From an optimization exercise on the open Yosys and OpenROAD flow, aimed at small area; shortcuts taken in it are not production practice. The RTL was checked by simulation tests, not by an equivalence proof against the original design. The clock input has no modelled driver; a real chip could not lean on it and would need a root buffer or a full tree. Power figures rest on the tool's default switching activity, not on a simulated workload.

==> flow/design.v <==
`timescale 1ns / 1ps
module pulseDriver (
    input  wire [8:0] angle,
    input  wire       clk, rst_n,
    output reg        pulse
    );
    reg [6:0] r;
    reg [2:0] t;
    reg [8:0] k;
    reg       en;     
    reg       fire;   
    wire clr   = fire | ~rst_n;
    wire rwrap = r[6] & r[5] & r[1] & r[0];    
    wire twrap = t[2] & t[1];                  
    wire tinc  = en & rwrap;
    wire kinc  = tinc & twrap;
    wire [7:0] cr;
    wire [9:0] ck;
    wire [9:0] ge;
    assign cr[0] = en;
    assign ck[0] = kinc;
    assign ge[0] = 1'b1;
    wire [6:0] r_n = (clr | tinc) ? 7'd0 : r ^ cr[6:0];
    wire [2:0] t_n = clr ? 3'd3 : ~tinc ? t :
                     twrap ? 3'd0 : {t[2] ^ (t[1] & t[0]), t[1] ^ t[0], ~t[0]};
    wire [8:0] kk  = k ^ ck[8:0];               
    wire [8:0] k_n = clr ? 9'd440 : kk;
    genvar i;
    generate
        for (i = 0; i < 7; i = i + 1) begin : rc
            assign cr[i+1] = cr[i] & r[i];
        end
        for (i = 0; i < 9; i = i + 1) begin : kc
            assign ck[i+1] = ck[i] & k[i];
            assign ge[i+1] = (kk[i] & ~angle[i]) | ((kk[i] | ~angle[i]) & ge[i]);
        end
    endgenerate
    wire inr = ~angle[8] | (~angle[7] & ~angle[6] & ~angle[5] &
                            ~(angle[4] & angle[3] & angle[2] & angle[1]));   
    wire neg = kk[8] & kk[7];
    always @(posedge clk) begin
        r    <= r_n;
        t    <= t_n;
        k    <= k_n;
        en   <= rst_n & inr;
        fire <= ~clr & inr & ~neg & ge[9];
    end
    always @(posedge clk, negedge rst_n)
        if (~rst_n)
            pulse <= 1'b0;
        else
            pulse <= en & (pulse ^ fire);
endmodule
`timescale 1ns / 1ps
module servoDriver (
    input  wire [8:0] angle,
    output wire       servoPwm,
    input  wire       rst_n, clk
    );
    pulseDriver pd1 (.angle(angle), .clk(clk), .rst_n(rst_n), .pulse(servoPwm));
endmodule
Settings: LEC_CHECK=0, CAP_MARGIN=20, CORE_AREA=2 2 60 60, CTS_BUF_LIST=sky130_fd_sc_hd__clkbuf_8, DIE_AREA=0 0 62.1 62.1, SLEW_MARGIN=20; clock period 12.0 ns.
run.sh (not shown) runs the stock make flow with config.mk's settings and CLKGATE_MAP_FILE= SYNTH_SCRIPT=/design/flow/synth_recipe.tcl, a recipe that flattens the netlist after the stock synthesis.
The first run ran to the end with no violations.
Next try:
==> flow/flow/run.sh (new file) <==
#!/bin/bash
# Layout flow: the standard ORFS flow, with three changes to how the
# layout is made:
#  - synthesis maps with an area-only ABC script (flow/abc_area.script) and
#    without the hard adder cells, so the counters and comparator are mapped
#    as plain gates;
#  - the port buffers are the smallest buffer cell;
#  - the clock tree is one clkbuf_16 driving every register: CTS runs as usual
#    and flow/flatten_clk.tcl then folds its leaf buffers into the root.
# Each make step writes its full output to a log in this folder; ORFS's own
# per-step logs are under orfs/logs/.
set -euo pipefail
cd "$(dirname "$0")/.."
work=$PWD

rm -rf "$work/abc_scripts"
cp -r "$FLOW_HOME/scripts" "$work/abc_scripts"
cp "$work/flow/abc_area.script" "$work/abc_scripts/abc_area.script"

bash standard.sh SCRIPTS_DIR="$work/abc_scripts" ABC_AREA=1 ADDER_MAP_FILE= synth \
  > "$work/synth.log" 2>&1

bash standard.sh \
  BUFFER_PORTS_ARGS="-buffer_cell sky130_fd_sc_hd__buf_1" \
  CTS_ARGS="-sink_clustering_enable -repair_clock_nets -dont_use_dummy_load -buf_list sky130_fd_sc_hd__clkbuf_8" \
  POST_CTS_TCL="$work/flow/flatten_clk.tcl" \
  finish > "$work/layout.log" 2>&1
==> flow/flow/abc_area.script (new file) <==
strash
dch
amap
mfs2
strash
dch
amap
topo
==> flow/flow/flatten_clk.tcl (new file) <==
# Replace the clock tree that CTS built with its root buffer alone: every
# leaf buffer's sinks move onto the root buffer's output net and the leaf
# buffers are removed. The root buffer is then sized to clkbuf_16.
set block [ord::get_db_block]
set root [$block findInst clkbuf_0_clk]
set root_net [[$root findITerm X] getNet]
foreach inst [$block getInsts] {
  set name [$inst getName]
  if { [string match clkbuf_*_clk $name] && $name ne "clkbuf_0_clk" } {
    set out_net [[$inst findITerm X] getNet]
    foreach it [$out_net getITerms] {
      if { [$it getInst] ne $inst } {
        $it disconnect
        $it connect $root_net
      }
    }
    odb::dbInst_destroy $inst
    odb::dbNet_destroy $out_net
  }
}
$root swapMaster [[ord::get_db] findMaster sky130_fd_sc_hd__clkbuf_16]
detailed_placement
estimate_parasitics -placement
==> flow/standard.sh (new file) <==
#!/bin/bash
# synth_recipe.tcl (not shown) runs the flow's synth.tcl, then flattens the netlist and writes it again
# the make line also repeats each setting of config.mk as NAME=value (left out here)
make -C /OpenROAD-flow-scripts/flow DESIGN_CONFIG=/design/flow/config.mk WORK_HOME=/design/flow/orfs CLKGATE_MAP_FILE= SYNTH_SCRIPT=/design/flow/synth_recipe.tcl "${@:-finish}"
- CTS_BUF_LIST: sky130_fd_sc_hd__clkbuf_8 -> not set
- PLACE_DENSITY: not set -> 0.85
removed: flow/run.sh
Via count rises by roughly a tenth; worst setup slack degrades by 0.0087 ns; total power shrinks by about a fifth; register-to-register slack is better by 0.20 ns.

* * *

Starts from the design.v that is shown in full above.
Settings: LEC_CHECK=0, CAP_MARGIN=20, CORE_AREA=2 2 60 60, DIE_AREA=0 0 62.1 62.1, SLEW_MARGIN=20; clock period 12.0 ns.
standard.sh (not shown) runs the stock make flow with config.mk's settings and CLKGATE_MAP_FILE= SYNTH_SCRIPT=/design/flow/synth_recipe.tcl, a recipe that flattens the netlist after the stock synthesis.
==> flow/flow/run.sh <==
#!/bin/bash
# Layout flow: the standard ORFS flow, with three changes to how the
# layout is made:
#  - synthesis maps with an area-only ABC script (flow/abc_area.script) and
#    without the hard adder cells, so the counters and comparator are mapped
#    as plain gates;
#  - the port buffers are the smallest buffer cell;
#  - clock tree synthesis uses clkbuf_8 and no dummy loads.
# Each make step writes its full output to a log in this folder; ORFS's own
# per-step logs are under orfs/logs/.
set -euo pipefail
cd "$(dirname "$0")/.."
work=$PWD

rm -rf "$work/abc_scripts"
cp -r "$FLOW_HOME/scripts" "$work/abc_scripts"
cp "$work/flow/abc_area.script" "$work/abc_scripts/abc_area.script"

bash standard.sh SCRIPTS_DIR="$work/abc_scripts" ABC_AREA=1 ADDER_MAP_FILE= synth \
  > "$work/synth.log" 2>&1

bash standard.sh \
  BUFFER_PORTS_ARGS="-buffer_cell sky130_fd_sc_hd__buf_1" \
  CTS_ARGS="-sink_clustering_enable -repair_clock_nets -dont_use_dummy_load -buf_list sky130_fd_sc_hd__clkbuf_8" \
  finish > "$work/layout.log" 2>&1
==> flow/flow/abc_area.script <==
strash
dch
amap
mfs2
strash
dch
amap
topo
Edit:
--- a/flow/flow/run.sh
+++ b/flow/flow/run.sh
@@ -6,5 +6,6 @@
 #    as plain gates;
 #  - the port buffers are the smallest buffer cell;
-#  - clock tree synthesis uses clkbuf_8 and no dummy loads.
+#  - the clock tree is one clkbuf_8 driving every register: CTS runs as usual
+#    and flow/flatten_clk.tcl then folds its leaf buffers into the root.
 # Each make step writes its full output to a log in this folder; ORFS's own
 # per-step logs are under orfs/logs/.
@@ -23,3 +24,4 @@
   BUFFER_PORTS_ARGS="-buffer_cell sky130_fd_sc_hd__buf_1" \
   CTS_ARGS="-sink_clustering_enable -repair_clock_nets -dont_use_dummy_load -buf_list sky130_fd_sc_hd__clkbuf_8" \
+  POST_CTS_TCL="$work/flow/flatten_clk.tcl" \
   finish > "$work/layout.log" 2>&1
==> flow/flow/flatten_clk.tcl (new file) <==
# Replace the clock tree that CTS built with its root buffer alone: every
# leaf buffer's sinks move onto the root buffer's output net and the leaf
# buffers are removed. The root buffer is then sized to clkbuf_8.
set block [ord::get_db_block]
set root [$block findInst clkbuf_0_clk]
set root_net [[$root findITerm X] getNet]
foreach inst [$block getInsts] {
  set name [$inst getName]
  if { [string match clkbuf_*_clk $name] && $name ne "clkbuf_0_clk" } {
    set out_net [[$inst findITerm X] getNet]
    foreach it [$out_net getITerms] {
      if { [$it getInst] ne $inst } {
        $it disconnect
        $it connect $root_net
      }
    }
    odb::dbInst_destroy $inst
    odb::dbNet_destroy $out_net
  }
}
$root swapMaster [[ord::get_db] findMaster sky130_fd_sc_hd__clkbuf_8]
detailed_placement
estimate_parasitics -placement
Settings changed: PLACE_DENSITY set to 0.85.
Sequential power hardly moves.
Count of clock-buffer cells in the layout goes down by 2.
Die area does not change.
Clock skew goes down by 0.012 ns.
Routed wire length goes down by 15%.
Core utilization goes down by 0.84 points.
Design area goes down by 2.6%.

* * *

## run A
servoDriver, a different RTL version from the one above (not shown whole).
For scale: about 110 cells after synthesis, roughly 21 flip-flops, ~12 I/O pins, about 850 sq um of cells after synthesis.
==> flow/config.mk <==
export PLATFORM = sky130hd
export DESIGN_NAME = servoDriver
export DESIGN_NICKNAME = servoDriver
export VERILOG_FILES = /design/flow/design.v
export SDC_FILE = /design/flow/constraint.sdc
export NUM_CORES = 4
export LEC_CHECK = 0
export CAP_MARGIN = 20
export CORE_AREA = 2 2 60 60
export DIE_AREA = 0 0 62.1 62.1
export PLACE_DENSITY = 0.85
export SLEW_MARGIN = 20
==> flow/constraint.sdc <==
create_clock -name core_clock -period 12.0 [get_ports {clk}]
set_input_delay 2.4000 -clock core_clock [delete_from_list [all_inputs] [get_ports {clk}]]
set_output_delay 2.4000 -clock core_clock [all_outputs]
set_load 0.01 [all_outputs]
==> flow/flow/run.sh <==
#!/bin/bash
# Layout flow: the standard ORFS flow, with these changes to how the
# layout is made:
#  - synthesis maps with an area-only ABC script (flow/abc_area.script) and
#    without the hard adder cells, so the counters and comparator are mapped
#    as plain gates;
#  - the port buffers are the smallest buffer cell;
#  - the ports are all placed on the bottom edge, which keeps the
#    placement compact;
#  - the clock tree is one clkbuf_8 driving every register: CTS runs as usual
#    and flow/flatten_clk.tcl then folds its leaf buffers into the root.
# Each make step writes its full output to a log in this folder; ORFS's own
# per-step logs are under orfs/logs/.
set -euo pipefail
cd "$(dirname "$0")/.."
work=$PWD

rm -rf "$work/abc_scripts"
cp -r "$FLOW_HOME/scripts" "$work/abc_scripts"
cp "$work/flow/abc_area.script" "$work/abc_scripts/abc_area.script"

bash standard.sh SCRIPTS_DIR="$work/abc_scripts" ABC_AREA=1 ADDER_MAP_FILE= synth \
  > "$work/synth.log" 2>&1

bash standard.sh \
  BUFFER_PORTS_ARGS="-buffer_cell sky130_fd_sc_hd__buf_1" \
  CTS_ARGS="-sink_clustering_enable -repair_clock_nets -dont_use_dummy_load -buf_list sky130_fd_sc_hd__clkbuf_8" \
  PLACE_PINS_ARGS="-exclude left:* -exclude right:* -exclude top:*" \
  POST_CTS_TCL="$work/flow/flatten_clk.tcl" \
  finish > "$work/layout.log" 2>&1
==> flow/flow/abc_area.script <==
strash
dc2
dch
amap
mfs2
strash
dc2
dch
amap
mfs2
strash
dch
amap
topo
==> flow/flow/flatten_clk.tcl <==
# Replace the clock tree that CTS built with its root buffer alone: every
# leaf buffer's sinks move onto the root buffer's output net and the leaf
# buffers are removed. The root buffer is then sized to clkbuf_8.
set block [ord::get_db_block]
set root [$block findInst clkbuf_0_clk]
set root_net [[$root findITerm X] getNet]
foreach inst [$block getInsts] {
  set name [$inst getName]
  if { [string match clkbuf_*_clk $name] && $name ne "clkbuf_0_clk" } {
    set out_net [[$inst findITerm X] getNet]
    foreach it [$out_net getITerms] {
      if { [$it getInst] ne $inst } {
        $it disconnect
        $it connect $root_net
      }
    }
    odb::dbInst_destroy $inst
    odb::dbNet_destroy $out_net
  }
}
$root swapMaster [[ord::get_db] findMaster sky130_fd_sc_hd__clkbuf_8]
detailed_placement
estimate_parasitics -placement
Run A reached the end of the flow, and the finished layout is clean on the timing, DRC and antenna checks.
What run B does differently from run A at the input level:
-- flow/flow/run.sh --
<<< run A, line 10
#  - the clock tree is one clkbuf_8 driving every register: CTS runs as usual
>>> run B, line 10
#  - the clock tree is one clkbuf_16 driving every register: CTS runs as usual
-- flow/flow/flatten_clk.tcl --
<<< run A, line 3
# buffers are removed. The root buffer is then sized to clkbuf_8.
>>> run B, line 3
# buffers are removed. The root buffer is then sized to clkbuf_16.
<<< run A, line 21
$root swapMaster [[ord::get_db] findMaster sky130_fd_sc_hd__clkbuf_8]
>>> run B, line 21
$root swapMaster [[ord::get_db] findMaster sky130_fd_sc_hd__clkbuf_16]
[summary]
Per the comparison of run B with run A, global-route wire length before repair neither gained nor lost much; final critical path time including I/O delays and setup moved up; power increased by about 7.5% relative to the old numbers.
Higher switching share of power among run A and run B: run A
Standard cell area after detailed placement: run B vs run A identical
Looking only at final instance area, and setting everything else aside, the higher value of run A and run B goes to run B.
Looking only at clock tree cell share of total cell area, and setting everything else aside, the lower value of run A and run B goes to run A.

* * *

Setup of alpha:
Another version of the RTL of servoDriver (not shown whole).
Size in the first run: ~140 cells after synthesis, ~22 flip-flops.
make LEC_CHECK=0 CAP_MARGIN=20 CORE_MARGIN=2 CORE_UTILIZATION=40 CTS_BUF_LIST=sky130_fd_sc_hd__clkbuf_8 SLEW_MARGIN=20 finish   # period 12.0 ns
run.sh (not shown) runs the stock make flow with config.mk's settings and CLKGATE_MAP_FILE= SYNTH_SCRIPT=/design/flow/synth_recipe.tcl, a recipe that flattens the netlist after the stock synthesis.
Stock flow here: none of the scripts above is used.
Looking at the reports, alpha completed the entire flow and the layout it produced met the timing, DRC and antenna checks.
Inputs modified between alpha and beta:
# alpha
export LEC_CHECK = 0
export CAP_MARGIN = 20
export CORE_MARGIN = 2
export CORE_UTILIZATION = 40
export CTS_BUF_LIST = sky130_fd_sc_hd__clkbuf_8
export SLEW_MARGIN = 20
create_clock -name core_clock -period 12.0 [get_ports {clk}]
# beta
export LEC_CHECK = 0
export CAP_MARGIN = 20
export CORE_MARGIN = 2
export CORE_UTILIZATION = 40
export CTS_BUF_LIST = sky130_fd_sc_hd__clkbuf_8 sky130_fd_sc_hd__clkbuf_16
export CTS_CLUSTER_SIZE = 30
export SLEW_MARGIN = 20
create_clock -name core_clock -period 12.0 [get_ports {clk}]
Findings:
- Compared alpha against beta; netlist area before placement within noise.
- beta: full flow OK, the timing, DRC and antenna checks passed
- As far as total core area goes, alpha and beta are indistinguishable; the numbers are identical.
- As far as final core area utilization goes, beta and alpha are indistinguishable; the numbers are identical.
- Compared with alpha, in beta met3 capacity usage during global routing now sits at about the same level, post-layout instance area now sits at about the same level, path depth of the worst reg2reg path now sits at about the same level, number of antenna violations at the first check in global routing now sits at about the same level, number of sinks on the clock net now sits at about the same level.
- Number of global-route vias before repair came out exactly the same in beta and alpha.
- Static leakage: beta vs alpha identical
- From beta to alpha, minimum clock period did not move at all.

* * *

Setup of sierra:
servoDriver, a different RTL version from the one above (not shown whole).
Size: about 120 cells after synthesis, ~22 flip-flops, ~12 I/O pins.
==> flow/config.mk <==
export PLATFORM = sky130hd
export DESIGN_NAME = servoDriver
export DESIGN_NICKNAME = servoDriver
export VERILOG_FILES = /design/flow/design.v
export SDC_FILE = /design/flow/constraint.sdc
export NUM_CORES = 4
export LEC_CHECK = 0
export CAP_MARGIN = 20
export CORE_AREA = 2 2 60 60
export DIE_AREA = 0 0 62.1 62.1
export PLACE_DENSITY = 0.85
export SLEW_MARGIN = 20
==> flow/constraint.sdc <==
create_clock -name core_clock -period 12.0 [get_ports {clk}]
set_input_delay 2.4000 -clock core_clock [delete_from_list [all_inputs] [get_ports {clk}]]
set_output_delay 2.4000 -clock core_clock [all_outputs]
set_load 0.01 [all_outputs]
standard.sh (not shown) runs the stock make flow with config.mk's settings and CLKGATE_MAP_FILE= SYNTH_SCRIPT=/design/flow/synth_recipe.tcl, a recipe that flattens the netlist after the stock synthesis.
==> flow/flow/run.sh <==
#!/bin/bash
# Layout flow: the standard ORFS flow, with these changes to how the
# layout is made:
#  - synthesis maps with an area-only ABC script (flow/abc_area.script) and
#    without the hard adder cells, so the counters and comparator are mapped
#    as plain gates;
#  - the port buffers are the smallest buffer cell;
#  - the ports are all placed on the bottom edge, which keeps the
#    placement compact;
#  - the clock tree is one clkbuf_16 driving every register: CTS runs as usual
#    and flow/flatten_clk.tcl then folds its leaf buffers into the root.
# Each make step writes its full output to a log in this folder; ORFS's own
# per-step logs are under orfs/logs/.
set -euo pipefail
cd "$(dirname "$0")/.."
work=$PWD

rm -rf "$work/abc_scripts"
cp -r "$FLOW_HOME/scripts" "$work/abc_scripts"
cp "$work/flow/abc_area.script" "$work/abc_scripts/abc_area.script"

bash standard.sh SCRIPTS_DIR="$work/abc_scripts" ABC_AREA=1 ADDER_MAP_FILE= synth \
  > "$work/synth.log" 2>&1

bash standard.sh \
  BUFFER_PORTS_ARGS="-buffer_cell sky130_fd_sc_hd__buf_1" \
  CTS_ARGS="-sink_clustering_enable -repair_clock_nets -dont_use_dummy_load -buf_list sky130_fd_sc_hd__clkbuf_8" \
  PLACE_PINS_ARGS="-exclude left:* -exclude right:* -exclude top:*" \
  POST_CTS_TCL="$work/flow/flatten_clk.tcl" \
  finish > "$work/layout.log" 2>&1
==> flow/flow/abc_area.script <==
strash
dc2
dch -f
amap
mfs2
strash
dc2
dch -f
amap
mfs2
strash
dc2
dch -f
amap
topo
==> flow/flow/flatten_clk.tcl <==
# Replace the clock tree that CTS built with its root buffer alone: every
# leaf buffer's sinks move onto the root buffer's output net and the leaf
# buffers are removed. The root buffer is then sized to clkbuf_16.
set block [ord::get_db_block]
set root [$block findInst clkbuf_0_clk]
set root_net [[$root findITerm X] getNet]
foreach inst [$block getInsts] {
  set name [$inst getName]
  if { [string match clkbuf_*_clk $name] && $name ne "clkbuf_0_clk" } {
    set out_net [[$inst findITerm X] getNet]
    foreach it [$out_net getITerms] {
      if { [$it getInst] ne $inst } {
        $it disconnect
        $it connect $root_net
      }
    }
    odb::dbInst_destroy $inst
    odb::dbNet_destroy $out_net
  }
}
$root swapMaster [[ord::get_db] findMaster sky130_fd_sc_hd__clkbuf_16]
detailed_placement
estimate_parasitics -placement
sierra completed; timing, DRC and antenna clean
The inputs of zinc differ from those of sierra as listed below.
diff --git a/flow/flow/run.sh b/flow/flow/run.sh
--- a/flow/flow/run.sh
+++ b/flow/flow/run.sh
@@ -10 +10 @@
-#  - the clock tree is one clkbuf_16 driving every register: CTS runs as usual
+#  - the clock tree is one clkbuf_8 driving every register: CTS runs as usual
diff --git a/flow/flow/flatten_clk.tcl b/flow/flow/flatten_clk.tcl
--- a/flow/flow/flatten_clk.tcl
+++ b/flow/flow/flatten_clk.tcl
@@ -3 +3 @@
-# buffers are removed. The root buffer is then sized to clkbuf_16.
+# buffers are removed. The root buffer is then sized to clkbuf_8.
@@ -21 +21 @@
-$root swapMaster [[ord::get_db] findMaster sky130_fd_sc_hd__clkbuf_16]
+$root swapMaster [[ord::get_db] findMaster sky130_fd_sc_hd__clkbuf_8]
[summary]
- Combined area of the multi-input logic cells: zinc vs sierra identical
- Final area delta for zinc relative to sierra: 1.1% lower
- Between sierra and zinc, the register fraction of the total cell area is lower for sierra.
- zinc vs. sierra: utilization after layout went down by 0.34 points; final cell count without fillers was more or less identical.
- | leakage dissipation | zinc vs sierra | better |
- Looking at time the worst path needs with I/O delays and setup across sierra and zinc, the one that comes out lower is sierra.
- sierra → zinc: worst supply voltage drop on vdd fell 0.0092 mV; register-to-register setup slack about even; routed wire length rose 0.39%.
For yarrow, these inputs were changed with respect to zinc:
Settings: an added GPL_TIMING_DRIVEN of 0; a change of PLACE_DENSITY from 0.85 to 0.95; an added GPL_ROUTABILITY_DRIVEN of 0.
Results
- Looking at wire length, yarrow sits 3.1% below zinc.
- Sequential power: yarrow vs zinc, no meaningful difference
- yarrow: PASS, flow complete, no timing, DRC or antenna violations
- Against zinc, yarrow comes in 0.27 points higher on met2 capacity usage during global routing.

[separate check: timing with driven ports]
The flow's constraints put no driver on any port. The routed layouts listed below were extracted and timed again, unchanged, in two steps. Step 1 sets driving cells, clkbuf_16 on the clock port and buf_2 on the other inputs (assumed; they add their load-dependent delay and slew). Step 2 also shifts input and output timing later by t, the mid clock arrival at the registers, as if the neighbouring blocks saw the same clock. Slacks: ideal / step 1 / step 2; pairs: ideal / step 1.
| run | t, ns | setup WS [ns] | latest minus earliest clock arrival (ns) |
|---|---|---|---|
| the first run of note 1 | 0.279 | 8.156 / 8.154 / 7.876 | 0.001 / 0.001 |
| the second run of note 1 | 0.178 | 8.147 / 8.155 / 7.977 | 0.003 / 0.002 |
| the first run of note 2 | 0.278 | 8.083 / 8.078 / 7.800 | 0.016 / 0.016 |
| the second run of note 2 | 0.198 | 8.195 / 8.195 / 7.998 | 0.004 / 0.003 |
| run A | 0.194 | 6.648 / 6.652 / 6.459 | 0.003 / 0.003 |
| run B | 0.174 | 6.604 / 6.614 / 6.439 | 0.002 / 0.003 |
| alpha | 0.285 | 7.480 / 7.482 / 7.197 | 0.006 / 0.006 |
| beta | 0.285 | 7.480 / 7.482 / 7.197 | 0.006 / 0.006 |
| sierra | 0.173 | 8.418 / 8.424 / 8.251 | 0.003 / 0.003 |
| zinc | 0.194 | 8.409 / 8.411 / 8.217 | 0.002 / 0.002 |
| yarrow | 0.198 | 8.487 / 8.489 / 8.291 | 0.002 / 0.002 |
After both steps setup and hold are still met in every run listed.
